This design comes from an exercise in tuning for small area and a short achievable clock period on the open sky130 flow, not from production work. Function was checked by simulation only, so behaviour that the tests miss may differ from the original.

==> flow/design.v, too long to show whole: its modules and the start of the top module <==
// module ntt4point: 1474 lines
// module ntt_fa: 4 lines
module ntt4point(
    input clk, rst,
    input [15:0] in0, in1, in2, in3,
    output [15:0] out0, out1, out2, out3
);
  // ...
==> flow/flow/run.sh <==
#!/bin/bash
set -euo pipefail
cd "$(dirname "$0")/.."
cat >> config.mk <<'EOC'
export SYNTH_ARGS = -noabc
export SYNTH_KEEP_MODULES = ntt_fa
export DONT_USE_CELLS += sky130_fd_sc_hd__ha_1
export BUFFER_PORTS_ARGS = -buffer_cell sky130_fd_sc_hd__buf_1
export CTS_BUF_LIST = sky130_fd_sc_hd__clkbuf_8
export SETUP_SLACK_MARGIN = 39.4
EOC
bash standard.sh > standard_flow.log 2>&1
==> flow/standard.sh <==
#!/bin/bash
# synth_recipe.tcl (not shown) runs the flow's synth.tcl, then flattens the netlist and writes it again
# the make line also repeats each setting of config.mk as NAME=value (left out here)
make -C /OpenROAD-flow-scripts/flow DESIGN_CONFIG=/design/flow/config.mk WORK_HOME=/design/flow/orfs CLKGATE_MAP_FILE= SYNTH_SCRIPT=/design/flow/synth_recipe.tcl "${@:-finish}"
==> flow/config.mk <==
export PLATFORM = sky130hd
export DESIGN_NAME = ntt4point
export DESIGN_NICKNAME = ntt4point
export VERILOG_FILES = /design/flow/design.v
export SDC_FILE = /design/flow/constraint.sdc
export NUM_CORES = 4
export LEC_CHECK = 0
export CAP_MARGIN = 20
export CORE_MARGIN = 2
export CORE_UTILIZATION = 40
export SLEW_MARGIN = 20
export SYNTH_ARGS = -noabc
export SYNTH_KEEP_MODULES = ntt_fa
export DONT_USE_CELLS += sky130_fd_sc_hd__ha_1
export BUFFER_PORTS_ARGS = -buffer_cell sky130_fd_sc_hd__buf_1
export CTS_BUF_LIST = sky130_fd_sc_hd__clkbuf_8
export SETUP_SLACK_MARGIN = 39.4
==> flow/constraint.sdc <==
create_clock -name core_clock -period 60.0 [get_ports {clk}]
set_input_delay 12.0000 -clock core_clock [delete_from_list [all_inputs] [get_ports {clk}]]
set_output_delay 12.0000 -clock core_clock [all_outputs]
set_load 0.01 [all_outputs]
==> flow_summary_export.csv, run 1 <==
group,metric,value,unit
critical_path,worstPathRequired,60.19,ns
layout,multi_input_area,9781,um2
timing,clock.fmax,49.31,MHz
status,status,"timing/DRC/antenna clean",
layout,final_cells,1451,
critical_path,critPathCaptureType,"flop",
placed_design,placed_area,12120,um2
synthesis,synthMostInstantiatedCell,"fa_1",
layout,drive_above_1_share,11.67,%
critical_path,slowest_stage,"fa_1",
critical_path,crit_type,"input pin to flop",
cts,path_clk_slew,0.09,ns
timing,holdWs,12.24,ns
layout,nets,1492,
global_routing,use_met1,28.32,%
synthesis,synth_cells,948,
routing,drt_pre_antenna_iters,4,
synthesis,yosys.area_share.xor_xnor,6.147,%
critical_path,setup.worst_path.start_class,"input pin",
synthesis,avgSynthCellArea,11.96,um2
global_routing,grt_max_degree,56,
cts,numCtsBuffers,5,
routing,drt-met1-wl,12420,um
floorplanning,coreArea,27860,um2
layout,multi_input_gates,750,
layout,nClkBuffers,5,
placed_design,port_buffers,105,
synthesis,yosysWarningCount,1,
timing,hold_viol,0,
synthesis,ys.flop_type,"dfxtp_1",
floorplanning,start_util,40.70,%
placed_design,pre_cts_slack,38.30,ns
critical_path,slowest_delay,0.52,ns
global_routing,use_met2,30.02,%
synthesis,synth_compound_area_share,6.346,%
critical_path,crit_buf_inv,3,
==> run 2, diff against run 1 <==
--- a/flow/flow/run.sh
+++ b/flow/flow/run.sh
@@ -7,6 +7,7 @@
 export DONT_USE_CELLS += sky130_fd_sc_hd__ha_1
 export BUFFER_PORTS_ARGS = -buffer_cell sky130_fd_sc_hd__buf_1
 export CTS_BUF_LIST = sky130_fd_sc_hd__clkbuf_8
-export SETUP_SLACK_MARGIN = 39.4
+export SETUP_SLACK_MARGIN = 39.0
+export GPL_TIMING_DRIVEN = 1
 EOC
 bash standard.sh > standard_flow.log 2>&1
--- a/flow/config.mk
+++ b/flow/config.mk
@@ -14,4 +14,5 @@
 export DONT_USE_CELLS += sky130_fd_sc_hd__ha_1
 export BUFFER_PORTS_ARGS = -buffer_cell sky130_fd_sc_hd__buf_1
 export CTS_BUF_LIST = sky130_fd_sc_hd__clkbuf_8
-export SETUP_SLACK_MARGIN = 39.4
+export SETUP_SLACK_MARGIN = 39.0
+export GPL_TIMING_DRIVEN = 1
==> flow_summary_export.csv, run 2 <==
group,metric,value,unit
status,status,"timing/DRC/antenna clean",
cts,numCtsBuffers,5,
routing,wire_per_inst,17.95,um
routing,vias,7004,
routing,finalWirelength,25740,um
timing,hold_viol,0,
layout,fill_cells,2666,
placed_design,dp.cells,1417,
synthesis,ys.flop_type,"dfxtp_1",
synthesis,synth_edf_count,0,
cts,clock_tree.root_cell,"clkbuf_8",
timing,setup_viol,0,
routing,drt_pre_antenna_iters,4,
global_routing,antenna_found_initial,2,
critical_path,timing.critical_path.mode_cell,"fa_1",
cts,cts_hold_buf,0,
routing,vias_per_cell,4.884,
timing,tns,0,ns
critical_path,timing.critical_path.from,"in2[2]",
placed_design,port_buffers,105,
cts,path_clk_slew,0.09,ns
synthesis,netlist_area,11340,um2
floorplanning,die-area,29710,um2
routing,initialDrtViolationCount,383,
critical_path,endpoint,"r0[7]",
timing,clock.fmax,48.53,MHz
synthesis,avgSynthCellArea,11.96,um2
hold_path,hold_class,"input pin to flop",
floorplanning,io_pins,130,
floorplanning,die_w,172.4,um
synthesis,synth_cells,948,
floorplanning,start_util,40.70,%
layout,final_cells,1434,
job,drv_cap,0,
timing,period_share,34.35,%
layout,drive_above_1_share,7.685,%
synthesis,synthMostInstantiatedCell,"fa_1",
synthesis,yosysUniqueCellTypes,72,
layout,area_growth,9.006,%
layout,mostFrequentLayoutCell,"fa_1",
critical_path,arrival,20.80,ns
synthesis,yosysWarningCount,1,
critical_path,setup.worst_path.start_class,"input pin",
routing,ant_nets,0,
layout,nets,1475,
cts,htree_levels,2,
critical_path,worstPathRequired,60.19,ns
timing,worst_pin_slew,0.8297,ns
critical_path,crit_type,"input pin to flop",
synthesis,async_reset_ff_share,0,%
synthesis,synth_commonest_cells,"356 x fa_1, 130 x inv_1, 77 x nor2_1",
floorplanning,rows,61,
critical_path,slowest_delay,0.48,ns
synthesis,seq_area_frac_synth,9.182,%
critical_path,critPathCaptureType,"flop",
critical_path,path_max_fanout,5,
routing,remaining_drc_errors,0,
synthesis,yosysTopAreaCell,"fa_1",
global_routing,grtUsageTotal,18.82,%
timing,period_needed,20.61,ns
timing,relSlewSlack,44.69,%
layout,mostFrequentLayoutCells,"350 x fa_1, 128 x inv_1, 85 x buf_1",
global_routing,gr-total-overflow,0,
floorplanning,die_h,172.4,um
synthesis,synth_area_leaders,"fa_1 63%, dfxtp_1 9.2%, inv_1 4.3%",
synthesis,synth_top_area_share,62.86,%
cts,cts_tree,"done",
cts,cts_buffer_depth,2,
global_routing,grt_pass1_vias,7601,
placed_design,hpwl,23280,um
synthesis,synth-seq-cells,52,
global_routing,grt_max_degree,56,
timing,slew_viol_final,0,
cts,clock_sinks,52,
timing,rsz0062_at_grt,"no",
floorplanning,coreArea,27860,um2
global_routing,grt_pass1_wl,41540,um
critical_path,slowest_stage,"fa_1",
placed_design,gp_congestion,0.9339,
[run 2: cell counts after synthesis]
No cell type changed its count.
[run 2: metrics by stage]
step / worst slack (ns) / area, um2 / utilization (%) / hold slack (ns)
3_5_place_dp: 38.30 / 12120 / 43.49 / 12.39
5_1_grt: 38.99 / 12360 / 44.35 / 12.28
2_1_floorplan: 39.65 / 11380 / - / 12.30
3_3_place_gp: 38.31 / 12120 / 43.49 / 12.39
6_report: 39.39 / 12360 / 44.36 / 12.24
4_1_cts: 38.97 / 12240 / 43.92 / 12.23
[run 2: cell families after synthesis]
kind of cell,share of synthesized area (%)
DFF,9.182
other,0.03308
buffers and inverters,5.595
adders and majority gates,63.43
muxes,0.5408
AOI/OAI and AO/OA,6.346
xor gates and xnor gates,6.147
and+or+nand+nor,8.730
[run 2: layer usage]
metal  global-route usage, %  share of wire, %  routed length, um
met4                   3.654               1.3                336
met2                   29.81                47              12010
met5                       0                 0                  0
met1                   28.19                47              12000
met3                   2.312               5.4               1397
[run 2: cell type report]
class,instances,area (um2),area share (%)
Multi-Input combinational cell,750,9744,78.85
Sequential cell,52,1041,8.424
Inverter,130,495.5,4.009
Timing Repair Buffer,114,491.7,3.979
Tap cell,378,473.0,3.827
Clock buffer,5,68.82,0.5568
Clock inverter,3,38.79,0.3139
Antenna cell,2,5.005,0.04050
[run 2: worst min path at each step]
stage	from	to	depth (start not counted)
2_1_floorplan	r0[0]	out0[0]	0
3_3_place_gp	r2[3]	out2[3]	1
3_5_place_dp	r2[9]	out2[9]	1
4_1_cts	rst	r1[1]	3
5_1_grt	rst	r2[0]	3
6_report	rst	r1[1]	3
[run 2: worst max-delay path: cells and delay by family]
kind	cells	cell delay (ns)
XOR/XNOR	1	0.16
adder cells (fa/ha/maj)	19	6.97
AO/OA/AOI/OAI	1	0.13
buffers and inverters	3	0.36
multiplexers	1	0.23
AND/OR/NAND/NOR	5	0.93
[run 2: timing repair]
item | 4_1_cts | 5_1_grt
buffers inserted | 0 | 7
gates resized for setup | 7 | 32
hold endpoints to repair | 0 | 0
endpoints found under the setup margin | 14 | 15
pin swaps | 0 | 1
[run 2: per-module statistics from Yosys, one instance, submodules excluded]
module	cells inside	area [um2]	flops+latches	copies in the design
ntt4point	609	4551	52	1
ntt_fa	1	20.02	0	339
==> run 3, diff against run 2 <==
--- a/flow/flow/run.sh
+++ b/flow/flow/run.sh
@@ -8,6 +8,6 @@
 export BUFFER_PORTS_ARGS = -buffer_cell sky130_fd_sc_hd__buf_1
 export CTS_BUF_LIST = sky130_fd_sc_hd__clkbuf_8
 export SETUP_SLACK_MARGIN = 39.0
-export GPL_TIMING_DRIVEN = 1
+export TNS_END_PERCENT = 20
 EOC
 bash standard.sh > standard_flow.log 2>&1
--- a/flow/config.mk
+++ b/flow/config.mk
@@ -15,4 +15,4 @@
 export BUFFER_PORTS_ARGS = -buffer_cell sky130_fd_sc_hd__buf_1
 export CTS_BUF_LIST = sky130_fd_sc_hd__clkbuf_8
 export SETUP_SLACK_MARGIN = 39.0
-export GPL_TIMING_DRIVEN = 1
+export TNS_END_PERCENT = 20
==> flow_summary_export.csv, run 3 <==
group,metric,value,unit
routing,drt_pre_antenna_iters,4,
critical_path,crit_type,"input pin to flop",
timing,hold_viol,0,
synthesis,seq_area_frac_synth,9.182,%
timing,relSlewSlack,44.69,%
layout,area_growth,9.006,%
synthesis,yosysWarningCount,1,
routing,remaining_drc_errors,0,
floorplanning,die-area,29710,um2
routing,ant_nets,0,
synthesis,yosysUniqueCellTypes,72,
global_routing,gr-total-overflow,0,
cts,cts_buffer_depth,2,
critical_path,slowest_stage,"fa_1",
synthesis,yosysTopAreaCell,"fa_1",
routing,vias,7004,
cts,cts_tree,"done",
critical_path,worstPathRequired,60.19,ns
critical_path,arrival,20.80,ns
routing,wire_per_inst,17.95,um
layout,regArea,1041,um2
synthesis,synth-seq-cells,52,
synthesis,netlist_area,11340,um2
timing,period_needed,20.61,ns
timing,rsz0062_at_grt,"no",
routing,route.met3.wl,1397,um
timing,clock.fmax,48.53,MHz
placed_design,placed_area,12120,um2
synthesis,ys.flop_type,"dfxtp_1",
critical_path,slowest_delay,0.48,ns
timing,slew_viol_final,0,
floorplanning,coreArea,27860,um2
status,status,"timing/DRC/antenna clean",
layout,nets,1475,
synthesis,synth_commonest_cells,"356 x fa_1, 130 x inv_1, 77 x nor2_1",
layout,drive_above_1_share,7.685,%
timing,period_share,34.35,%
routing,met2_length,12010,um
synthesis,synth_top_area_share,62.86,%
layout,final_area,12360,um2
layout,multi_input_area,9744,um2
floorplanning,io_pins,130,
hold_path,hold_class,"input pin to flop",
routing,vias_per_cell,4.884,
global_routing,antenna_found_initial,2,
synthesis,synth_edf_count,0,
cts,path_clk_slew,0.09,ns
timing,setup_viol,0,
layout,fill_cells,2666,
synthesis,synthMostInstantiatedCell,"fa_1",
timing,worst_pin_slew,0.8297,ns
critical_path,timing.critical_path.mode_cell,"fa_1",
critical_path,path_max_fanout,5,
routing,initialDrtViolationCount,383,
job,drv_cap,0,
synthesis,synth_cells,948,
synthesis,async_reset_ff_share,0,%
global_routing,grt_pass1_vias,7601,
placed_design,gp_congestion,0.9339,
global_routing,grt_pass1_wl,41540,um
routing,maxUsedRoutingLayer,"met4",
critical_path,setup.worst_path.start_class,"input pin",
floorplanning,rows,61,
cts,clock_sinks,52,
timing,holdWs,12.24,ns
floorplanning,die_h,172.4,um
placed_design,port_buffers,105,
synthesis,avgSynthCellArea,11.96,um2
layout,mostFrequentLayoutCells,"350 x fa_1, 128 x inv_1, 85 x buf_1",
critical_path,critPathCaptureType,"flop",
layout,mostFrequentLayoutCell,"fa_1",
timing,tns,0,ns
placed_design,hpwl,23280,um
cts,clock_tree.root_cell,"clkbuf_8",
routing,finalWirelength,25740,um
synthesis,synth_area_leaders,"fa_1 63%, dfxtp_1 9.2%, inv_1 4.3%",
cts,htree_levels,2,
floorplanning,die_w,172.4,um
routing,drt-met1-wl,12000,um
global_routing,grtUsageTotal,18.82,%
cts,numCtsBuffers,5,
floorplanning,start_util,40.70,%
global_routing,grt_max_degree,56,
## run 3: cell counts in the layout (fill, tap and decap cells not counted)
Identical to the previous run, type by type.
## run 3: repair_timing
item | CTS | global route
setup endpoints to repair | 14 | 15
pin swaps | 0 | 1
resized for setup | 7 | 32
buffers inserted | 0 | 7
gates cloned | 0 | 0
hold buffers | 0 | 0
## run 3: area by class of cell
class                      count  area share [%]
antenna                        2         0.04050
clock buffer                   5          0.5568
clock inverter                 3          0.3139
inverter                     130           4.009
multi-input combinational    750           78.85
sequential                    52           8.424
tap                          378           3.827
timing repair buffer         114           3.979
## run 3: per-layer routing
layer / global-route usage, % / vias up
met3: 2.312 / 13
li1: - / 3150
met5: 0 / -
met1: 28.19 / 3666
met2: 29.81 / 175
met4: 3.654 / 0
## run 3: worst paths after layout
path                from  endpoint  slack [ns]  depth (start not counted)
setup / recovery  in2[2]     r0[7]       39.39                         30
hold / removal       rst     r1[1]       12.24                          3
## run 3: stage by stage
stage	util (%)	instances	worst slack [ns]
2_1_floorplan	-	959	39.65
3_3_place_gp	43.49	1417	38.31
3_5_place_dp	43.49	1417	38.30
4_1_cts	43.92	1425	38.97
5_1_grt	44.35	1433	38.99
6_report	44.36	1434	39.39
## run 3: worst max-delay path, delay by kind of cell
family                     cells  cell delay [ns]
adders and majority gates     19             6.97
and+or+nand+nor                5             0.93
buffers and inverters          3             0.36
muxes                          1             0.23
xor gates and xnor gates       1             0.16
AOI/OAI and AO/OA              1             0.13
## run 3: cell families after synthesis
group | count (synthesis) | synth area share, %
other cells | 1 | 0.03308
compound gates | 98 | 6.346
buf+inv | 157 | 5.595
flops | 52 | 9.182
fa+ha+maj | 362 | 63.43
mux | 6 | 0.5408
xor+xnor | 73 | 6.147
simple gates | 199 | 8.730
## run 3: modules after synthesis, one instance, submodules excluded
module	cells inside	area, um2
ntt4point	609	4551
ntt_fa	1	20.02
==> run 4, diff against run 3 <==
--- a/flow/flow/run.sh
+++ b/flow/flow/run.sh
@@ -8,6 +8,6 @@
 export BUFFER_PORTS_ARGS = -buffer_cell sky130_fd_sc_hd__buf_1
 export CTS_BUF_LIST = sky130_fd_sc_hd__clkbuf_8
 export SETUP_SLACK_MARGIN = 39.0
-export TNS_END_PERCENT = 20
+export SKIP_GATE_CLONING = 1
 EOC
 bash standard.sh > standard_flow.log 2>&1
--- a/flow/config.mk
+++ b/flow/config.mk
@@ -15,4 +15,4 @@
 export BUFFER_PORTS_ARGS = -buffer_cell sky130_fd_sc_hd__buf_1
 export CTS_BUF_LIST = sky130_fd_sc_hd__clkbuf_8
 export SETUP_SLACK_MARGIN = 39.0
-export TNS_END_PERCENT = 20
+export SKIP_GATE_CLONING = 1
==> flow_summary_export.csv, run 4 <==
group,metric,value,unit
floorplanning,rows,61,
floorplanning,die-area,29710,um2
placed_design,dp.cells,1417,
timing,rsz0062_at_grt,"no",
timing,period_needed,20.61,ns
critical_path,timing.critical_path.from,"in2[2]",
synthesis,netlist_area,11340,um2
routing,drt_pre_antenna_iters,4,
timing,clock.fmax,48.53,MHz
global_routing,grt_pass1_vias,7601,
job,drv_cap,0,
hold_path,hold_class,"input pin to flop",
synthesis,async_reset_ff_share,0,%
cts,cts_tree,"done",
hold_path,hold_path_startpoint,"rst",
routing,finalWirelength,25740,um
layout,final_cells,1434,
layout,drive_above_1_share,7.685,%
cts,htree_levels,2,
synthesis,synth_area_leaders,"fa_1 63%, dfxtp_1 9.2%, inv_1 4.3%",
critical_path,timing.critical_path.mode_cell,"fa_1",
critical_path,arrival,20.80,ns
routing,vias_per_cell,4.884,
layout,nets,1475,
synthesis,synth_top_family_by_area,"adder cells",
synthesis,synth_top_area_share,62.86,%
routing,wire_per_inst,17.95,um
synthesis,synth_edf_count,0,
synthesis,synth-adder-area-share,63.43,%
synthesis,yosysWarningCount,1,
timing,period_share,34.35,%
critical_path,crit_family,"adder cells",
routing,initialDrtViolationCount,383,
critical_path,setup.worst_path.start_class,"input pin",
synthesis,synth-seq-cells,52,
placed_design,hpwl,23280,um
routing,drt-met1-wl,12000,um
timing,setup_viol,0,
timing,worst_pin_slew,0.8297,ns
floorplanning,coreArea,27860,um2
floorplanning,die_h,172.4,um
status,status,"timing/DRC/antenna clean",
layout,regArea,1041,um2
routing,maxUsedRoutingLayer,"met4",
floorplanning,io_pins,130,
timing,hold_viol,0,
critical_path,slowest_stage,"fa_1",
global_routing,grt_pass1_wl,41540,um
routing,remaining_drc_errors,0,
cts,numCtsBuffers,5,
floorplanning,start_util,40.70,%
timing,relSlewSlack,44.69,%
critical_path,critPathCaptureType,"flop",
layout,fill_cells,2666,
cts,clock_sinks,52,
critical_path,crit_type,"input pin to flop",
cts,clock_tree.root_cell,"clkbuf_8",
global_routing,antenna_found_initial,2,
cts,cts_hold_buf,0,
global_routing,grtUsageTotal,18.82,%
placed_design,gp_congestion,0.9339,
synthesis,synth_cells,948,
layout,area_growth,9.006,%
synthesis,synth_compound_area_share,6.346,%
synthesis,yosysUniqueCellTypes,72,
cts,path_clk_slew,0.09,ns
synthesis,yosysTopAreaCell,"fa_1",
layout,multi_input_area,9744,um2
critical_path,worstPathRequired,60.19,ns
cts,cts_buffer_depth,2,
synthesis,seq_area_frac_synth,9.182,%
timing,tns,0,ns
synthesis,synthMostInstantiatedCell,"fa_1",
routing,route.met3.wl,1397,um
synthesis,ys.flop_type,"dfxtp_1",
synthesis,synthSimpleGateAreaFrac,8.730,%
routing,met2_length,12010,um
synthesis,synth_commonest_cells,"356 x fa_1, 130 x inv_1, 77 x nor2_1",
floorplanning,die_w,172.4,um
layout,mostFrequentLayoutCells,"350 x fa_1, 128 x inv_1, 85 x buf_1",
layout,mostFrequentLayoutCell,"fa_1",
synthesis,yosys.area_share.xor_xnor,6.147,%
synthesis,synth_mux_area_share,0.5408,%
global_routing,gr-total-overflow,0,
placed_design,port_buffers,105,
timing,slew_viol_final,0,
critical_path,path_max_fanout,5,
global_routing,grt_max_degree,56,
routing,ant_nets,0,
routing,vias,7004,
critical_path,crit_buf_inv,3,
critical_path,slowest_delay,0.48,ns
synthesis,avgSynthCellArea,11.96,um2
[run 4: cell counts after synthesis]
No cell type changed its count.
[run 4: per-stage QoR]
step | utilization [%] | cell area (um2) | worst slack (ns) | hold slack [ns]
after global routing | 44.35 | 12360 | 38.99 | 12.28
final | 44.36 | 12360 | 39.39 | 12.24
after global placement | 43.49 | 12120 | 38.31 | 12.39
after detailed placement | 43.49 | 12120 | 38.30 | 12.39
after floorplan | - | 11380 | 39.65 | 12.30
after CTS | 43.92 | 12240 | 38.97 | 12.23
[run 4: path summary, 6_finish.rpt]
kind	cells after the start	slack, ns	to
worst min-delay path	3	12.24	r1[1]
worst max-delay path	30	39.39	r0[7]
[run 4: routing by layer]
metal  vias to the layer above  GRT usage [%]
li1                       3150              -
met2                       175          29.81
met1                      3666          28.19
met3                        13          2.312
met5                         -              0
met4                         0          3.654
[run 4: what timing repair did]
item / in CTS / in global routing
pin swaps: 0 / 1
buffers inserted: 0 / 7
cloned: 0 / 0
endpoints found under the setup margin: 14 / 15
resized for setup: 7 / 32
[run 4: modules after synthesis, one instance, submodules excluded]
module	cells	area (um2)	copies in the design
ntt4point	609	4551	1
ntt_fa	1	20.02	339
[run 4: logic make-up after synthesis]
kind of cell               Yosys count
buffers and inverters              157
and+or+nand+nor                    199
other                                1
DFF                                 52
adders and majority gates          362
xor gates and xnor gates            73
muxes                                6
AOI/OAI and AO/OA                   98
[run 4: layout make-up]
cell class	instances	area share (%)
timing repair buffer	114	3.979
tap	378	3.827
multi-input combinational	750	78.85
antenna	2	0.04050
clock buffer	5	0.5568
inverter	130	4.009
sequential	52	8.424
clock inverter	3	0.3139
==> run 5, diff against run 4 <==
--- a/flow/flow/run.sh
+++ b/flow/flow/run.sh
@@ -8,6 +8,5 @@
 export BUFFER_PORTS_ARGS = -buffer_cell sky130_fd_sc_hd__buf_1
 export CTS_BUF_LIST = sky130_fd_sc_hd__clkbuf_8
 export SETUP_SLACK_MARGIN = 39.0
-export SKIP_GATE_CLONING = 1
 EOC
 bash standard.sh > standard_flow.log 2>&1
--- a/flow/config.mk
+++ b/flow/config.mk
@@ -15,4 +15,3 @@
 export BUFFER_PORTS_ARGS = -buffer_cell sky130_fd_sc_hd__buf_1
 export CTS_BUF_LIST = sky130_fd_sc_hd__clkbuf_8
 export SETUP_SLACK_MARGIN = 39.0
-export SKIP_GATE_CLONING = 1
==> flow_summary_export.csv, run 5 <==
group,metric,value,unit
timing,worst_pin_slew,0.8297,ns
cts,path_clk_slew,0.09,ns
critical_path,slowest_delay,0.48,ns
cts,clock_sinks,52,
timing,hold_viol,0,
routing,wire_per_inst,17.95,um
routing,ant_nets,0,
routing,vias,7004,
hold_path,holdPathStages,3,
synthesis,synthMostInstantiatedCell,"fa_1",
routing,drt_pre_antenna_iters,4,
placed_design,pre_cts_slack,38.30,ns
timing,period_needed,20.61,ns
cts,numCtsBuffers,5,
floorplanning,die_h,172.4,um
cts,clock_tree.root_cell,"clkbuf_8",
critical_path,setup.worst_path.start_class,"input pin",
layout,mostFrequentLayoutCells,"350 x fa_1, 128 x inv_1, 85 x buf_1",
timing,slew_viol_final,0,
hold_path,whs_endpoint,"r1[1]",
critical_path,slowest_stage,"fa_1",
synthesis,netlist_area,11340,um2
global_routing,grt_max_degree,56,
global_routing,use_met1,28.19,%
synthesis,seq_area_frac_synth,9.182,%
layout,nets,1475,
global_routing,gr-total-overflow,0,
global_routing,use_met3,2.312,%
synthesis,synth_area_leaders,"fa_1 63%, dfxtp_1 9.2%, inv_1 4.3%",
synthesis,async_reset_ff_share,0,%
synthesis,yosysUniqueCellTypes,72,
floorplanning,start_util,40.70,%
critical_path,timing.critical_path.mode_cell,"fa_1",
critical_path,path_max_fanout,5,
timing,clock.fmax,48.53,MHz
placed_design,port_buffers,105,
routing,finalWirelength,25740,um
status,status,"timing/DRC/antenna clean",
layout,final_area,12360,um2
floorplanning,rows,61,
placed_design,gp_congestion,0.9339,
cts,cts_tree,"done",
cts,htree_levels,2,
synthesis,yosysTopAreaCell,"fa_1",
routing,remaining_drc_errors,0,
timing,period_share,34.35,%
critical_path,critPathCaptureType,"flop",
routing,initialDrtViolationCount,383,
global_routing,grt_pass1_wl,41540,um
timing,setup_viol,0,
timing,relSlewSlack,44.69,%
synthesis,yosysWarningCount,1,
synthesis,synth-seq-cells,52,
global_routing,antenna_found_initial,2,
routing,vias_per_cell,4.884,
job,drv_cap,0,
cts,cts_buffer_depth,2,
synthesis,synth_commonest_cells,"356 x fa_1, 130 x inv_1, 77 x nor2_1",
hold_path,hold_path_startpoint,"rst",
placed_design,placed_area,12120,um2
global_routing,grt_pass1_vias,7601,
placed_design,dp.cells,1417,
global_routing,grtUsageTotal,18.82,%
layout,mostFrequentLayoutCell,"fa_1",
timing,fin_ws,39.39,ns
floorplanning,coreArea,27860,um2
floorplanning,die_w,172.4,um
synthesis,avgSynthCellArea,11.96,um2
synthesis,ys.flop_type,"dfxtp_1",
synthesis,synth_edf_count,0,
timing,tns,0,ns
hold_path,hold_class,"input pin to flop",
layout,final_cells,1434,
layout,area_growth,9.006,%
cts,cts_hold_buf,0,
timing,rsz0062_at_grt,"no",
synthesis,synth_top_area_share,62.86,%
critical_path,crit_type,"input pin to flop",
critical_path,arrival,20.80,ns
floorplanning,die-area,29710,um2
global_routing,gr-max-usage-layer,"met2",
synthesis,synth_cells,948,
global_routing,use_met2,29.81,%
placed_design,hpwl,23280,um
critical_path,worstPathRequired,60.19,ns
layout,drive_above_1_share,7.685,%
floorplanning,io_pins,130,
[run 5: cell counts in the layout (fill, tap and decap cells not counted)]
No cell type changed its count.
[run 5: repair_timing]
item | CTS | global route
setup endpoints to repair | 14 | 15
pin swaps | 0 | 1
hold endpoints to repair | 0 | 0
buffers inserted | 0 | 7
gates resized for setup | 7 | 32
[run 5: worst max path at each step]
stage / from / to / slack [ns]
3_3_place_gp: in3[0] / r0[7] / 38.31
4_1_cts: in1[6] / r0[7] / 38.97
3_5_place_dp: in3[0] / r0[7] / 38.30
2_1_floorplan: in2[2] / r0[7] / 39.65
6_report: in2[2] / r0[7] / 39.39
5_1_grt: in2[2] / r0[7] / 38.99
[run 5: final cells by class]
class                      instances  area [um2]
clock inverter                     3       38.79
timing repair buffer             114       491.7
inverter                         130       495.5
tap                              378       473.0
multi-input combinational        750        9744
sequential                        52        1041
antenna                            2       5.005
fill                            2666       15500
clock buffer                       5       68.82
[run 5: critical path, delay by kind of cell]
family          cells  cell delay [ns]
fa+ha+maj          19             6.97
simple gates        5             0.93
mux                 1             0.23
buf+inv             3             0.36
compound gates      1             0.13
xor+xnor            1             0.16
[run 5: metal layers]
| layer | up-vias | share of wire (%) | wire, um |
|---|---|---|---|
| met2 | 175 | 47 | 12010 |
| li1 | 3150 | - | - |
| met5 | - | 0 | 0 |
| met1 | 3666 | 47 | 12000 |
| met3 | 13 | 5.4 | 1397 |
| met4 | 0 | 1.3 | 336 |
[run 5: kinds of logic (layout without fill, tap and decap cells)]
family | count (synthesis) | after routing | synth area share, %
compound gates | 98 | 98 | 6.346
buf+inv | 157 | 252 | 5.595
flops | 52 | 52 | 9.182
xor+xnor | 73 | 73 | 6.147
fa+ha+maj | 362 | 362 | 63.43
mux | 6 | 6 | 0.5408
other cells | 1 | 14 | 0.03308
simple gates | 199 | 199 | 8.730
[run 5: Yosys stat by module, one instance, submodules excluded]
| module | cell area [um2] | cells inside |
|---|---|---|
| ntt4point | 4551 | 609 |
| ntt_fa | 20.02 | 1 |
[run 5: metrics by stage]
step	hold slack (ns)	utilization (%)
after detailed placement	12.39	43.49
final	12.24	44.36
after floorplan	12.30	-
after global routing	12.28	44.35
after CTS	12.23	43.92
after global placement	12.39	43.49
==> run 6, diff against run 5 <==
--- a/flow/flow/run.sh
+++ b/flow/flow/run.sh
@@ -8,5 +8,6 @@
 export BUFFER_PORTS_ARGS = -buffer_cell sky130_fd_sc_hd__buf_1
 export CTS_BUF_LIST = sky130_fd_sc_hd__clkbuf_8
 export SETUP_SLACK_MARGIN = 39.0
+export TNS_END_PERCENT = 0
 EOC
 bash standard.sh > standard_flow.log 2>&1
--- a/flow/config.mk
+++ b/flow/config.mk
@@ -15,3 +15,4 @@
 export BUFFER_PORTS_ARGS = -buffer_cell sky130_fd_sc_hd__buf_1
 export CTS_BUF_LIST = sky130_fd_sc_hd__clkbuf_8
 export SETUP_SLACK_MARGIN = 39.0
+export TNS_END_PERCENT = 0
==> flow_summary_export.csv, run 6 <==
group,metric,value,unit
timing,hold_viol,0,
floorplanning,rows,61,
critical_path,path_max_fanout,5,
cts,path_clk_slew,0.09,ns
layout,drive_above_1_share,6.939,%
critical_path,slowest_stage,"fa_1",
floorplanning,start_util,40.70,%
floorplanning,die-area,29710,um2
critical_path,setup.worst_path.start_class,"input pin",
floorplanning,io_pins,130,
routing,remaining_drc_errors,0,
timing,fin_ws,39.32,ns
cts,numCtsBuffers,5,
timing,relSlewSlack,43.80,%
timing,tns,0,ns
synthesis,async_reset_ff_share,0,%
global_routing,grt_pass1_wl,41540,um
layout,area_growth,8.752,%
cts,cts_hold_buf,0,
placed_design,gp_congestion,0.9339,
status,status,"timing/DRC/antenna clean",
synthesis,synth_edf_count,0,
critical_path,worstPathRequired,60.19,ns
routing,wire_per_inst,18.01,um
timing,period_share,34.46,%
global_routing,gr-total-overflow,0,
timing,rsz0062_at_grt,"yes",
routing,drt_pre_antenna_iters,4,
synthesis,yosysTopAreaCell,"fa_1",
cts,clock_tree.root_cell,"clkbuf_8",
timing,slew_viol_final,0,
placed_design,port_buffers,105,
routing,vias_per_cell,4.900,
synthesis,synth_area_leaders,"fa_1 63%, dfxtp_1 9.2%, inv_1 4.3%",
routing,finalWirelength,25790,um
synthesis,synth_top_area_share,62.86,%
critical_path,arrival,20.87,ns
timing,holdWs,12.24,ns
timing,worst_pin_slew,0.8430,ns
hold_path,hold_class,"input pin to flop",
floorplanning,die_w,172.4,um
layout,mostFrequentLayoutCells,"352 x fa_1, 130 x inv_1, 87 x buf_1",
synthesis,yosysWarningCount,1,
routing,initialDrtViolationCount,396,
synthesis,ys.flop_type,"dfxtp_1",
cts,clock_sinks,52,
synthesis,seq_area_frac_synth,9.182,%
cts,cts_tree,"done",
synthesis,synth_cells,948,
cts,htree_levels,2,
synthesis,avgSynthCellArea,11.96,um2
timing,clock.fmax,48.37,MHz
global_routing,grt_max_degree,56,
floorplanning,die_h,172.4,um
critical_path,timing.critical_path.mode_cell,"fa_1",
timing,setup_viol,0,
cts,cts_buffer_depth,2,
synthesis,netlist_area,11340,um2
routing,vias,7017,
layout,nets,1473,
layout,mostFrequentLayoutCell,"fa_1",
synthesis,synthMostInstantiatedCell,"fa_1",
critical_path,slowest_delay,0.48,ns
routing,ant_nets,0,
critical_path,crit_type,"input pin to flop",
layout,final_cells,1432,
synthesis,synth_commonest_cells,"356 x fa_1, 130 x inv_1, 77 x nor2_1",
floorplanning,coreArea,27860,um2
placed_design,pre_cts_slack,38.30,ns
job,drv_cap,0,
synthesis,synth-seq-cells,52,
global_routing,grtUsageTotal,18.82,%
critical_path,critPathCaptureType,"flop",
global_routing,antenna_found_initial,2,
placed_design,hpwl,23280,um
timing,period_needed,20.68,ns
synthesis,yosysUniqueCellTypes,72,
global_routing,grt_pass1_vias,7601,
placed_design,dp.cells,1417,
==> run 6: cell counts after synthesis <==
No cell type changed its count.
==> run 6: cells by family (layout without fill, tap and decap cells) <==
kind of cell,Yosys count,after routing,share of synthesized area (%)
AO/OA/AOI/OAI,98,98,6.346
XOR/XNOR,73,73,6.147
adder cells (fa/ha/maj),362,362,63.43
buffers and inverters,157,250,5.595
flip-flops,52,52,9.182
multiplexers,6,6,0.5408
other,1,14,0.03308
AND/OR/NAND/NOR,199,199,8.730
==> run 6: layout make-up <==
cell class	count	area, um2
clock inverter	3	38.79
timing repair buffer	112	471.7
clock buffer	5	68.82
fill	2667	15530
antenna	2	5.005
sequential	52	1041
tap	378	473.0
multi-input combinational	750	9739
inverter	130	491.7
==> run 6: Yosys stat by module, one instance, submodules excluded <==
module,times used,cells,flip-flops and latches
ntt4point,1,609,52
ntt_fa,339,1,0
==> run 6: stage by stage <==
stage | utilization (%) | instance area [um2]
after floorplan | - | 11380
after global placement | 43.49 | 12120
after detailed placement | 43.49 | 12120
after CTS | 43.91 | 12230
after global routing | 44.25 | 12330
final | 44.26 | 12330
==> run 6: what timing repair did <==
action,CTS,global route
gates cloned,0,0
pin swaps,0,1
endpoints found under the setup margin,14,16
resized for setup,5,27
buffers inserted,0,5
==> run 6: final timing paths <==
check,start,end,cells past startpoint,slack (ns)
max,in2[2],r0[7],30,39.32
min,rst,r1[1],3,12.24
==> run 6: worst max-delay path, delay by kind of cell <==
kind	cells	cell delay, ns
compound gates	1	0.13
xor+xnor	1	0.16
fa+ha+maj	19	6.98
buf+inv	3	0.42
mux	1	0.23
simple gates	5	0.93
==> run 6: routing by layer <==
metal	global-route usage, %	share of wire, %	vias up
met2	29.81	46	167
met1	28.19	47	3690
met4	3.654	1.2	0
met5	0	0	-
li1	-	-	3149
met3	2.312	5.1	11
==> run 7, diff against run 6 <==
--- a/flow/flow/run.sh
+++ b/flow/flow/run.sh
@@ -8,6 +8,5 @@
 export BUFFER_PORTS_ARGS = -buffer_cell sky130_fd_sc_hd__buf_1
 export CTS_BUF_LIST = sky130_fd_sc_hd__clkbuf_8
 export SETUP_SLACK_MARGIN = 39.0
-export TNS_END_PERCENT = 0
 EOC
 bash standard.sh > standard_flow.log 2>&1
==> flow/config.mk (replaced) <==
export PLATFORM = sky130hd
export DESIGN_NAME = ntt4point
export DESIGN_NICKNAME = ntt4point
export VERILOG_FILES = /design/flow/design.v
export SDC_FILE = /design/flow/constraint.sdc
export NUM_CORES = 4
export LEC_CHECK = 0
export CAP_MARGIN = 0
export CORE_MARGIN = 2
export CORE_UTILIZATION = 60
export PLACE_DENSITY = 0.8
export SLEW_MARGIN = 0
export SYNTH_ARGS = -noabc
export SYNTH_KEEP_MODULES = ntt_fa
export DONT_USE_CELLS += sky130_fd_sc_hd__ha_1
export BUFFER_PORTS_ARGS = -buffer_cell sky130_fd_sc_hd__buf_1
export CTS_BUF_LIST = sky130_fd_sc_hd__clkbuf_8
export SETUP_SLACK_MARGIN = 39.0
==> flow_summary_export.csv, run 7 <==
group,metric,value,unit
synthesis,async_reset_ff_share,0,%
synthesis,synthMostInstantiatedCell,"fa_1",
cts,cts_buffer_depth,2,
critical_path,crit_type,"input pin to flop",
critical_path,arrival,20.83,ns
cts,clock_tree.root_cell,"clkbuf_8",
routing,vias,7248,
hold_path,hold_class,"input pin to flop",
layout,num_antenna_cells,0,
routing,route.met3.wl,2421,um
critical_path,timing.critical_path.mode_cell,"fa_1",
layout,area_growth,6.920,%
synthesis,ys.flop_type,"dfxtp_1",
floorplanning,die_h,141.5,um
synthesis,seq_area_frac_synth,9.182,%
timing,clock.fmax,48.39,MHz
status,status,"timing/DRC/antenna clean",
global_routing,grtUsageTotal,27.32,%
timing,period_share,34.44,%
layout,drive_above_1_share,7.238,%
routing,drt_pre_antenna_iters,5,
critical_path,slowest_stage,"fa_2",
floorplanning,start_util,60.81,%
global_routing,grt_max_degree,56,
timing,relSlewSlack,29.99,%
placed_design,port_buffers,105,
timing,setup_viol,0,
layout,final_area,12120,um2
cts,htree_levels,2,
cts,cts_tree,"done",
floorplanning,rows,50,
routing,remaining_drc_errors,0,
cts,clock_sinks,52,
routing,wire_per_inst,19.58,um
routing,met2_length,12190,um
floorplanning,die_w,141.5,um
placed_design,pre_cts_slack,38.28,ns
synthesis,yosysWarningCount,1,
job,drv_cap,0,
synthesis,synth_area_leaders,"fa_1 63%, dfxtp_1 9.2%, inv_1 4.3%",
floorplanning,coreArea,18640,um2
routing,drt-met1-wl,9757,um
placed_design,placed_area,11930,um2
layout,mostFrequentLayoutCell,"fa_1",
cts,path_clk_slew,0.10,ns
timing,fin_ws,39.34,ns
cts,numCtsBuffers,5,
timing,hold_viol,0,
timing,slew_viol_final,0,
global_routing,gr-total-overflow,0,
timing,tns,0,ns
floorplanning,io_pins,130,
synthesis,yosysUniqueCellTypes,72,
synthesis,synth_commonest_cells,"356 x fa_1, 130 x inv_1, 77 x nor2_1",
routing,ant_nets,0,
synthesis,synth_cells,948,
layout,fill_cells,1453,
critical_path,slowest_delay,0.60,ns
timing,rsz0062_at_grt,"yes",
synthesis,synth_top_area_share,62.86,%
timing,worst_pin_slew,1.050,ns
synthesis,avgSynthCellArea,11.96,um2
synthesis,netlist_area,11340,um2
global_routing,grt_pass1_wl,40910,um
synthesis,synth_edf_count,0,
routing,initialDrtViolationCount,351,
timing,period_needed,20.66,ns
layout,nets,1471,
global_routing,grt_pass1_vias,8066,
critical_path,critPathCaptureType,"flop",
layout,finish.utilization,65.02,%
global_routing,antenna_found_initial,0,
timing,holdWs,12.52,ns
critical_path,worstPathRequired,60.16,ns
routing,maxUsedRoutingLayer,"met4",
placed_design,gp_congestion,0.9636,
layout,mostFrequentLayoutCells,"349 x fa_1, 128 x inv_1, 85 x buf_1",
critical_path,path_max_fanout,6,
synthesis,synth-seq-cells,52,
placed_design,hpwl,22550,um
floorplanning,die-area,20010,um2
routing,vias_per_cell,5.645,
synthesis,yosysTopAreaCell,"fa_1",
routing,finalWirelength,25150,um
critical_path,setup.worst_path.start_class,"input pin",
-- run 7: cell counts after synthesis --
Identical to the previous run, type by type.
-- run 7: Yosys stat by module, one instance, submodules excluded --
module | cells inside | area (um2)
ntt4point | 609 | 4551
ntt_fa | 1 | 20.02
-- run 7: worst paths after layout --
kind	to	depth (start not counted)	slack (ns)	startpoint
worst max-delay path	r0[7]	30	39.34	in3[1]
worst min-delay path	r1[2]	2	12.52	rst
-- run 7: metrics by stage --
stage	instances
2_1_floorplan	959
3_3_place_gp	1272
3_5_place_dp	1272
4_1_cts	1281
5_1_grt	1284
6_report	1284
-- run 7: critical path, delay by kind of cell --
family	cells	cell delay, ns
AO/OA/AOI/OAI	1	0.13
multiplexers	1	0.23
AND/OR/NAND/NOR	5	0.88
XOR/XNOR	2	0.27
buffers and inverters	3	0.54
adder cells (fa/ha/maj)	18	6.76
-- run 7: kinds of logic after synthesis --
| logic type | share of synthesized area (%) |
|---|---|
| AOI/OAI and AO/OA | 6.346 |
| xor gates and xnor gates | 6.147 |
| adders and majority gates | 63.43 |
| buffers and inverters | 5.595 |
| DFF | 9.182 |
| muxes | 0.5408 |
| other | 0.03308 |
| and+or+nand+nor | 8.730 |
-- run 7: per-layer routing --
layer,GRT usage (%),vias up
li1,-,3147
met1,37.01,3751
met2,44.10,304
met3,7.425,46
met4,8.211,0
met5,0,-
-- run 7: cell type report --
cell class | count | area [um2] | area share (%)
clock inverter | 2 | 11.26 | 0.09290
tap | 234 | 292.8 | 2.415
timing repair buffer | 110 | 459.2 | 3.788
sequential | 52 | 1041 | 8.588
clock buffer | 6 | 82.58 | 0.6813
multi-input combinational | 750 | 9739 | 80.35
inverter | 130 | 495.5 | 4.088
-- run 7: repair_timing --
action / CTS / global route
setup endpoints to repair: 14 / 15
gates resized for setup: 12 / 23
setup buffers: 1 / 3
hold buffers: 0 / 0
==> run 8, diff against run 7 <==
--- a/flow/config.mk
+++ b/flow/config.mk
@@ -5,11 +5,11 @@
 export SDC_FILE = /design/flow/constraint.sdc
 export NUM_CORES = 4
 export LEC_CHECK = 0
-export CAP_MARGIN = 0
+export CAP_MARGIN = 10
 export CORE_MARGIN = 2
 export CORE_UTILIZATION = 60
 export PLACE_DENSITY = 0.8
-export SLEW_MARGIN = 0
+export SLEW_MARGIN = 10
 export SYNTH_ARGS = -noabc
 export SYNTH_KEEP_MODULES = ntt_fa
 export DONT_USE_CELLS += sky130_fd_sc_hd__ha_1
==> flow_summary_export.csv, run 8 <==
group,metric,value,unit
timing,hold_viol,0,
synthesis,synthMostInstantiatedCell,"fa_1",
floorplanning,coreArea,18640,um2
routing,finalWirelength,25150,um
layout,nets,1471,
critical_path,slowest_delay,0.60,ns
global_routing,antenna_found_initial,0,
timing,period_needed,20.66,ns
synthesis,avgSynthCellArea,11.96,um2
floorplanning,die_w,141.5,um
job,drv_cap,0,
status,status,"timing/DRC/antenna clean",
timing,clock.fmax,48.39,MHz
timing,worst_pin_slew,1.050,ns
synthesis,synth_commonest_cells,"356 x fa_1, 130 x inv_1, 77 x nor2_1",
global_routing,grtUsageTotal,27.32,%
layout,mostFrequentLayoutCells,"349 x fa_1, 128 x inv_1, 85 x buf_1",
floorplanning,die_h,141.5,um
routing,ant_nets,0,
layout,num_antenna_cells,0,
synthesis,async_reset_ff_share,0,%
routing,vias,7248,
synthesis,synth_edf_count,0,
global_routing,grt_pass1_vias,8066,
critical_path,arrival,20.83,ns
critical_path,slowest_stage,"fa_2",
timing,period_share,34.44,%
placed_design,hpwl,22550,um
floorplanning,start_util,60.81,%
layout,area_growth,6.920,%
global_routing,grt_pass1_wl,40910,um
layout,drive_above_1_share,7.238,%
timing,rsz0062_at_grt,"yes",
cts,clock_tree.root_cell,"clkbuf_8",
critical_path,timing.critical_path.from,"in3[1]",
critical_path,crit_type,"input pin to flop",
synthesis,seq_area_frac_synth,9.182,%
timing,relSlewSlack,29.99,%
cts,htree_levels,2,
routing,initialDrtViolationCount,351,
critical_path,path_max_fanout,6,
cts,cts_buffer_depth,2,
cts,clock_sinks,52,
cts,path_clk_slew,0.10,ns
critical_path,critPathCaptureType,"flop",
floorplanning,rows,50,
global_routing,gr-total-overflow,0,
timing,tns,0,ns
critical_path,worstPathRequired,60.16,ns
synthesis,yosysUniqueCellTypes,72,
synthesis,yosysTopAreaCell,"fa_1",
synthesis,synth_top_area_share,62.86,%
synthesis,ys.flop_type,"dfxtp_1",
critical_path,timing.critical_path.mode_cell,"fa_1",
global_routing,grt_max_degree,56,
hold_path,hold_path_startpoint,"rst",
hold_path,hold_class,"input pin to flop",
routing,drt_pre_antenna_iters,5,
critical_path,setup.worst_path.start_class,"input pin",
synthesis,synth-seq-cells,52,
cts,cts_hold_buf,0,
critical_path,endpoint,"r0[7]",
cts,cts_tree,"done",
cts,numCtsBuffers,5,
placed_design,gp_congestion,0.9636,
layout,mostFrequentLayoutCell,"fa_1",
synthesis,yosysWarningCount,1,
synthesis,synth_area_leaders,"fa_1 63%, dfxtp_1 9.2%, inv_1 4.3%",
timing,setup_viol,0,
routing,remaining_drc_errors,0,
timing,slew_viol_final,0,
placed_design,port_buffers,105,
routing,vias_per_cell,5.645,
floorplanning,io_pins,130,
synthesis,synth_cells,948,
synthesis,netlist_area,11340,um2
floorplanning,die-area,20010,um2
routing,wire_per_inst,19.58,um
-- run 8: kinds of logic (layout without fill, tap and decap cells) --
logic type	Yosys count	count (layout)	synth area share, %
AOI/OAI and AO/OA	98	98	6.346
xor gates and xnor gates	73	73	6.147
adders and majority gates	362	362	63.43
buffers and inverters	157	248	5.595
DFF	52	52	9.182
muxes	6	6	0.5408
other	1	12	0.03308
and+or+nand+nor	199	199	8.730
-- run 8: per-stage QoR --
step                      worst slack, ns  util, %  hold WS, ns  instance area, um2  cells
after global placement              38.41    63.98        12.39               11930   1272
after CTS                           39.02    64.64        12.52               12050   1281
final                               39.34    65.02        12.52               12120   1284
after floorplan                     39.65        -        12.30               11380    959
after global routing                38.97    65.02        12.62               12120   1284
after detailed placement            38.28    63.98        12.38               11930   1272
-- run 8: modules after synthesis (local to each module, per instance) --
module | flip-flops and latches | cells inside | cell area (um2) | copies in the design
ntt4point | 52 | 609 | 4551 | 1
ntt_fa | 0 | 1 | 20.02 | 339
-- run 8: layout make-up --
type	count	area, um2
clock buffers	6	82.58
clock inverters	2	11.26
fillers	1453	6521
inverters	130	495.5
multi-input cells	750	9739
flip-flops and latches	52	1041
well taps	234	292.8
repair buffers	110	459.2
-- run 8: how the worst min path moves through the flow --
stage	endpoint	depth (start not counted)
4_1_cts	r1[2]	2
3_5_place_dp	out1[8]	1
3_3_place_gp	out0[10]	1
6_report	r1[2]	2
5_1_grt	r2[11]	2
2_1_floorplan	out0[0]	0
-- run 8: critical path, delay by kind of cell --
kind            cells  cell delay [ns]
fa+ha+maj          18             6.76
mux                 1             0.23
compound gates      1             0.13
simple gates        5             0.88
xor+xnor            2             0.27
buf+inv             3             0.54
-- run 8: routing by layer --
layer  share of wire [%]  vias up  global-route usage, %
li1                    -     3147                      -
met1                  39     3751                  37.01
met2                  48      304                  44.10
met3                 9.6       46                  7.425
met4                 3.1        0                  8.211
met5                   0        -                      0
-- run 8: repair_timing --
| item | 4_1_cts | 5_1_grt |
|---|---|---|
| resized for setup | 12 | 23 |
| buffers inserted | 1 | 3 |
| hold endpoints to repair | 0 | 0 |
| setup endpoints to repair | 14 | 15 |
==> run 9, diff against run 8 <==
--- a/flow/config.mk
+++ b/flow/config.mk
@@ -5,11 +5,11 @@
 export SDC_FILE = /design/flow/constraint.sdc
 export NUM_CORES = 4
 export LEC_CHECK = 0
-export CAP_MARGIN = 10
+export CAP_MARGIN = 20
 export CORE_MARGIN = 2
 export CORE_UTILIZATION = 60
 export PLACE_DENSITY = 0.8
-export SLEW_MARGIN = 10
+export SLEW_MARGIN = 20
 export SYNTH_ARGS = -noabc
 export SYNTH_KEEP_MODULES = ntt_fa
 export DONT_USE_CELLS += sky130_fd_sc_hd__ha_1
==> flow_summary_export.csv, run 9 <==
group,metric,value,unit
global_routing,grt_pass1_vias,8066,
routing,ant_nets,0,
cts,htree_levels,2,
floorplanning,die_h,141.5,um
critical_path,crit_family,"adder cells",
job,drv_cap,0,
routing,remaining_drc_errors,0,
critical_path,crit_buf_inv,3,
floorplanning,die_w,141.5,um
timing,clock.fmax,48.39,MHz
timing,rsz0062_at_grt,"yes",
synthesis,netlist_area,11340,um2
floorplanning,rows,50,
timing,tns,0,ns
global_routing,grt_max_degree,56,
synthesis,synth_area_leaders,"fa_1 63%, dfxtp_1 9.2%, inv_1 4.3%",
critical_path,slowest_delay,0.60,ns
global_routing,grtUsageTotal,27.32,%
global_routing,gr-total-overflow,0,
synthesis,ys.flop_type,"dfxtp_1",
synthesis,synth_commonest_cells,"356 x fa_1, 130 x inv_1, 77 x nor2_1",
layout,nets,1471,
routing,drt_pre_antenna_iters,5,
cts,numCtsBuffers,5,
layout,drive_above_1_share,7.238,%
floorplanning,start_util,60.81,%
status,status,"timing/DRC/antenna clean",
critical_path,endpoint,"r0[7]",
layout,num_antenna_cells,0,
synthesis,synthMostInstantiatedCell,"fa_1",
timing,period_share,34.44,%
routing,vias,7248,
synthesis,synth_top_area_share,62.86,%
hold_path,hold_class,"input pin to flop",
routing,vias_per_cell,5.645,
timing,holdWs,12.52,ns
synthesis,synth_cells,948,
cts,path_clk_slew,0.10,ns
placed_design,gp_congestion,0.9636,
critical_path,setup.worst_path.start_class,"input pin",
routing,initialDrtViolationCount,351,
critical_path,timing.critical_path.from,"in3[1]",
critical_path,critPathCaptureType,"flop",
layout,area_growth,6.920,%
layout,mostFrequentLayoutCells,"349 x fa_1, 128 x inv_1, 85 x buf_1",
synthesis,synth-seq-cells,52,
timing,slew_viol_final,0,
cts,cts_tree,"done",
routing,wire_per_inst,19.58,um
critical_path,slowest_stage,"fa_2",
critical_path,path_max_fanout,6,
synthesis,yosysWarningCount,1,
layout,mostFrequentLayoutCell,"fa_1",
timing,relSlewSlack,29.99,%
global_routing,grt_pass1_wl,40910,um
critical_path,worstSetupPathDepth,30,
synthesis,async_reset_ff_share,0,%
floorplanning,io_pins,130,
timing,period_needed,20.66,ns
synthesis,yosysTopAreaCell,"fa_1",
timing,hold_viol,0,
global_routing,antenna_found_initial,0,
critical_path,crit_type,"input pin to flop",
timing,setup_viol,0,
critical_path,arrival,20.83,ns
synthesis,seq_area_frac_synth,9.182,%
synthesis,synth_edf_count,0,
floorplanning,die-area,20010,um2
cts,clock_tree.root_cell,"clkbuf_8",
routing,finalWirelength,25150,um
synthesis,avgSynthCellArea,11.96,um2
placed_design,hpwl,22550,um
critical_path,worstPathRequired,60.16,ns
timing,worst_pin_slew,1.050,ns
cts,clock_sinks,52,
synthesis,yosysUniqueCellTypes,72,
cts,cts_buffer_depth,2,
floorplanning,coreArea,18640,um2
critical_path,timing.critical_path.mode_cell,"fa_1",
placed_design,port_buffers,105,
layout,fill_cells,1453,
==> run 9: final cells by class <==
class,instances,area (um2),share of cell area [%]
sequential,52,1041,8.588
clock buffer,6,82.58,0.6813
timing repair buffer,110,459.2,3.788
tap,234,292.8,2.415
inverter,130,495.5,4.088
clock inverter,2,11.26,0.09290
multi-input combinational,750,9739,80.35
==> run 9: kinds of logic after synthesis <==
family	Yosys count	synth area share, %
AO/OA/AOI/OAI	98	6.346
buffers and inverters	157	5.595
other	1	0.03308
AND/OR/NAND/NOR	199	8.730
multiplexers	6	0.5408
XOR/XNOR	73	6.147
adder cells (fa/ha/maj)	362	63.43
flip-flops	52	9.182
==> run 9: what timing repair did <==
action	in CTS	in global routing
buffers inserted	1	3
resized for setup	12	23
hold buffers	0	0
hold endpoints to repair	0	0
setup endpoints to repair	14	15
==> run 9: layer usage <==
metal | vias to the layer above | wire length (um) | track usage, %
met5 | - | 0 | 0
met4 | 0 | 782 | 8.211
met3 | 46 | 2421 | 7.425
met2 | 304 | 12190 | 44.10
met1 | 3751 | 9757 | 37.01
li1 | 3147 | - | -
==> run 9: worst min path at each step <==
stage / from / endpoint / slack (ns) / cells past startpoint
floorplan: r0[0] / out0[0] / 12.30 / 0
global placement: r0[10] / out0[10] / 12.39 / 1
detailed placement: r1[8] / out1[8] / 12.38 / 1
CTS: rst / r1[2] / 12.52 / 2
global route: rst / r2[11] / 12.62 / 2
finish: rst / r1[2] / 12.52 / 2
==> run 9: modules after synthesis (local to each module, per instance) <==
module / flip-flops and latches / cells inside / copies in the design
ntt_fa: 0 / 1 / 339
ntt4point: 52 / 609 / 1
==> run 9: through the flow <==
stage / utilization [%] / std cells / area (um2) / setup WS, ns
after floorplan: - / 959 / 11380 / 39.65
after CTS: 64.64 / 1281 / 12050 / 39.02
final: 65.02 / 1284 / 12120 / 39.34
after detailed placement: 63.98 / 1272 / 11930 / 38.28
after global routing: 65.02 / 1284 / 12120 / 38.97
after global placement: 63.98 / 1272 / 11930 / 38.41
==> run 10, diff against run 9 <==
--- a/flow/flow/run.sh
+++ b/flow/flow/run.sh
@@ -7,6 +7,6 @@
 export DONT_USE_CELLS += sky130_fd_sc_hd__ha_1
 export BUFFER_PORTS_ARGS = -buffer_cell sky130_fd_sc_hd__buf_1
 export CTS_BUF_LIST = sky130_fd_sc_hd__clkbuf_8
-export SETUP_SLACK_MARGIN = 39.0
+export SETUP_SLACK_MARGIN = 38.8
 EOC
 bash standard.sh > standard_flow.log 2>&1
--- a/flow/config.mk
+++ b/flow/config.mk
@@ -15,4 +15,4 @@
 export DONT_USE_CELLS += sky130_fd_sc_hd__ha_1
 export BUFFER_PORTS_ARGS = -buffer_cell sky130_fd_sc_hd__buf_1
 export CTS_BUF_LIST = sky130_fd_sc_hd__clkbuf_8
-export SETUP_SLACK_MARGIN = 39.0
+export SETUP_SLACK_MARGIN = 38.8
==> flow_summary_export.csv, run 10 <==
group,metric,value,unit
status,status,"timing/DRC/antenna clean",
synthesis,synth_commonest_cells,"356 x fa_1, 130 x inv_1, 77 x nor2_1",
global_routing,grt_max_degree,56,
cts,numCtsBuffers,5,
synthesis,avgSynthCellArea,11.96,um2
timing,period_share,34.70,%
routing,drt_pre_antenna_iters,5,
placed_design,pre_cts_slack,38.28,ns
critical_path,slowest_delay,0.50,ns
synthesis,yosysTopAreaCell,"fa_1",
timing,fin_ws,39.18,ns
floorplanning,io_pins,130,
placed_design,gp_congestion,0.9636,
global_routing,gr-total-overflow,0,
floorplanning,coreArea,18640,um2
critical_path,setup.worst_path.start_class,"input pin",
layout,mostFrequentLayoutCells,"353 x fa_1, 130 x inv_1, 87 x buf_1",
routing,vias,7243,
layout,drive_above_1_share,6.196,%
synthesis,synth_top_area_share,62.86,%
synthesis,synth-seq-cells,52,
synthesis,yosysWarningCount,1,
critical_path,critPathCaptureType,"flop",
synthesis,ys.flop_type,"dfxtp_1",
placed_design,dp.cells,1272,
layout,area_growth,6.633,%
cts,cts_tree,"done",
placed_design,hpwl,22550,um
timing,tns,0,ns
routing,wire_per_inst,19.54,um
layout,mostFrequentLayoutCell,"fa_1",
timing,rsz0062_at_grt,"yes",
floorplanning,die_w,141.5,um
timing,clock.fmax,48.03,MHz
cts,cts_hold_buf,0,
synthesis,yosysUniqueCellTypes,72,
layout,num_antenna_cells,0,
layout,finish.utilization,64.85,%
job,drv_cap,0,
synthesis,synth_area_leaders,"fa_1 63%, dfxtp_1 9.2%, inv_1 4.3%",
hold_path,hold_path_startpoint,"rst",
critical_path,worstPathRequired,60.16,ns
layout,final_cells,1283,
routing,initialDrtViolationCount,422,
layout,fill_cells,1460,
synthesis,seq_area_frac_synth,9.182,%
routing,remaining_drc_errors,0,
routing,ant_nets,0,
layout,nets,1470,
floorplanning,rows,50,
global_routing,antenna_found_initial,0,
critical_path,crit_type,"input pin to flop",
timing,setup_viol,0,
timing,holdWs,12.52,ns
timing,relSlewSlack,29.23,%
synthesis,netlist_area,11340,um2
cts,clock_tree.root_cell,"clkbuf_8",
global_routing,grtUsageTotal,27.26,%
global_routing,grt_pass1_wl,40880,um
floorplanning,die_h,141.5,um
routing,vias_per_cell,5.645,
routing,finalWirelength,25070,um
cts,htree_levels,2,
critical_path,slowest_stage,"fa_1",
cts,cts_buffer_depth,2,
cts,clock_sinks,52,
synthesis,synthMostInstantiatedCell,"fa_1",
floorplanning,start_util,60.81,%
floorplanning,die-area,20010,um2
synthesis,synth_cells,948,
timing,worst_pin_slew,1.062,ns
cts,path_clk_slew,0.10,ns
critical_path,timing.critical_path.from,"in2[6]",
hold_path,hold_class,"input pin to flop",
timing,hold_viol,0,
synthesis,synth_edf_count,0,
critical_path,path_max_fanout,5,
critical_path,timing.critical_path.mode_cell,"fa_1",
critical_path,arrival,20.98,ns
synthesis,async_reset_ff_share,0,%
hold_path,holdPathStages,2,
timing,slew_viol_final,0,
timing,period_needed,20.82,ns
placed_design,port_buffers,105,
global_routing,grt_pass1_vias,8056,
[run 10: cell counts after synthesis]
No cell type changed its count.
[run 10: path summary, 6_finish.rpt]
| kind | endpoint |
|---|---|
| setup / recovery | r0[7] |
| hold / removal | r1[2] |
[run 10: timing repair]
action	4_1_cts	5_1_grt
cloned	0	0
setup buffers	0	3
endpoints found under the setup margin	8	15
resized for setup	3	23
[run 10: cell type report]
cell class                      count  area, um2  area share [%]
Multi-Input combinational cell    750       9721           80.41
Sequential cell                    52       1041           8.611
Inverter                          130      491.7           4.067
Timing Repair Buffer              109      449.2           3.716
Tap cell                          234      292.8           2.422
Clock buffer                        6      82.58          0.6831
Clock inverter                      2      11.26         0.09315
[run 10: per-stage QoR]
stage / cell area, um2
global placement: 11930
CTS: 12030
global route: 12090
detailed placement: 11930
finish: 12090
floorplan: 11380
[run 10: layer usage]
layer / global-route usage, % / vias up / share of wire, %
met1: 37.10 / 3759 / 39
met4: 8.368 / 0 / 3.0
met2: 43.82 / 294 / 48
met5: 0 / - / 0
met3: 7.324 / 44 / 9.4
li1: - / 3146 / -
[run 10: modules after synthesis, one instance, submodules excluded]
module	times used	cells inside	area, um2
ntt4point	1	609	4551
ntt_fa	339	1	20.02
[run 10: kinds of logic after synthesis]
| kind of cell | synth area share (%) |
|---|---|
| AOI/OAI and AO/OA | 6.346 |
| xor gates and xnor gates | 6.147 |
| adders and majority gates | 63.43 |
| buffers and inverters | 5.595 |
| DFF | 9.182 |
| muxes | 0.5408 |
| other | 0.03308 |
| and+or+nand+nor | 8.730 |
[run 10: critical path: cells and delay by family]
family / cells / cell delay [ns]
AOI/OAI and AO/OA: 1 / 0.14
xor gates and xnor gates: 1 / 0.17
adders and majority gates: 19 / 7.10
buffers and inverters: 2 / 0.44
muxes: 1 / 0.23
and+or+nand+nor: 5 / 0.92

-- static timing again, ports no longer ideal --
The flow's constraints put no driver on any port. The routed layouts listed below were extracted and timed again, unchanged, in two steps.
Step 1 assumes that a clkbuf_16 drives the clock port and a buf_2 every other input.
Step 2 times the ports against the registers' clock, not the clock port: input delays grow and output delays shrink by t, the midpoint of the rising clock arrivals with the driver on.
Three values: ideal ports, drivers, drivers and shift; two values: the first two.
run | shift t [ns] | setup slack, ns | clock arrival spread, ns | worst slew at a driven data input, ns
run 1 | 0.353 | 39.720 / 39.689 / 39.336 | 0.007 / 0.007 | 0.09
run 2 | 0.354 | 39.393 / 39.375 / 39.021 | 0.007 / 0.008 | 0.09
run 3 | 0.354 | 39.393 / 39.375 / 39.021 | 0.007 / 0.008 | 0.09
run 4 | 0.354 | 39.393 / 39.375 / 39.021 | 0.007 / 0.008 | 0.09
run 5 | 0.354 | 39.393 / 39.375 / 39.021 | 0.007 / 0.008 | 0.09
run 6 | 0.353 | 39.325 / 39.316 / 38.962 | 0.008 / 0.007 | 0.08
run 7 | 0.344 | 39.336 / 39.348 / 39.004 | 0.014 / 0.014 | 0.07
run 8 | 0.344 | 39.336 / 39.348 / 39.004 | 0.014 / 0.014 | 0.07
run 9 | 0.344 | 39.336 / 39.348 / 39.004 | 0.014 / 0.014 | 0.07
run 10 | 0.344 | 39.178 / 39.188 / 38.844 | 0.014 / 0.014 | 0.07
After both steps every run listed still meets setup and hold. The setup slack of run 1, which loses most, moves by -0.031 ns with the drivers and by -0.384 ns with both steps.
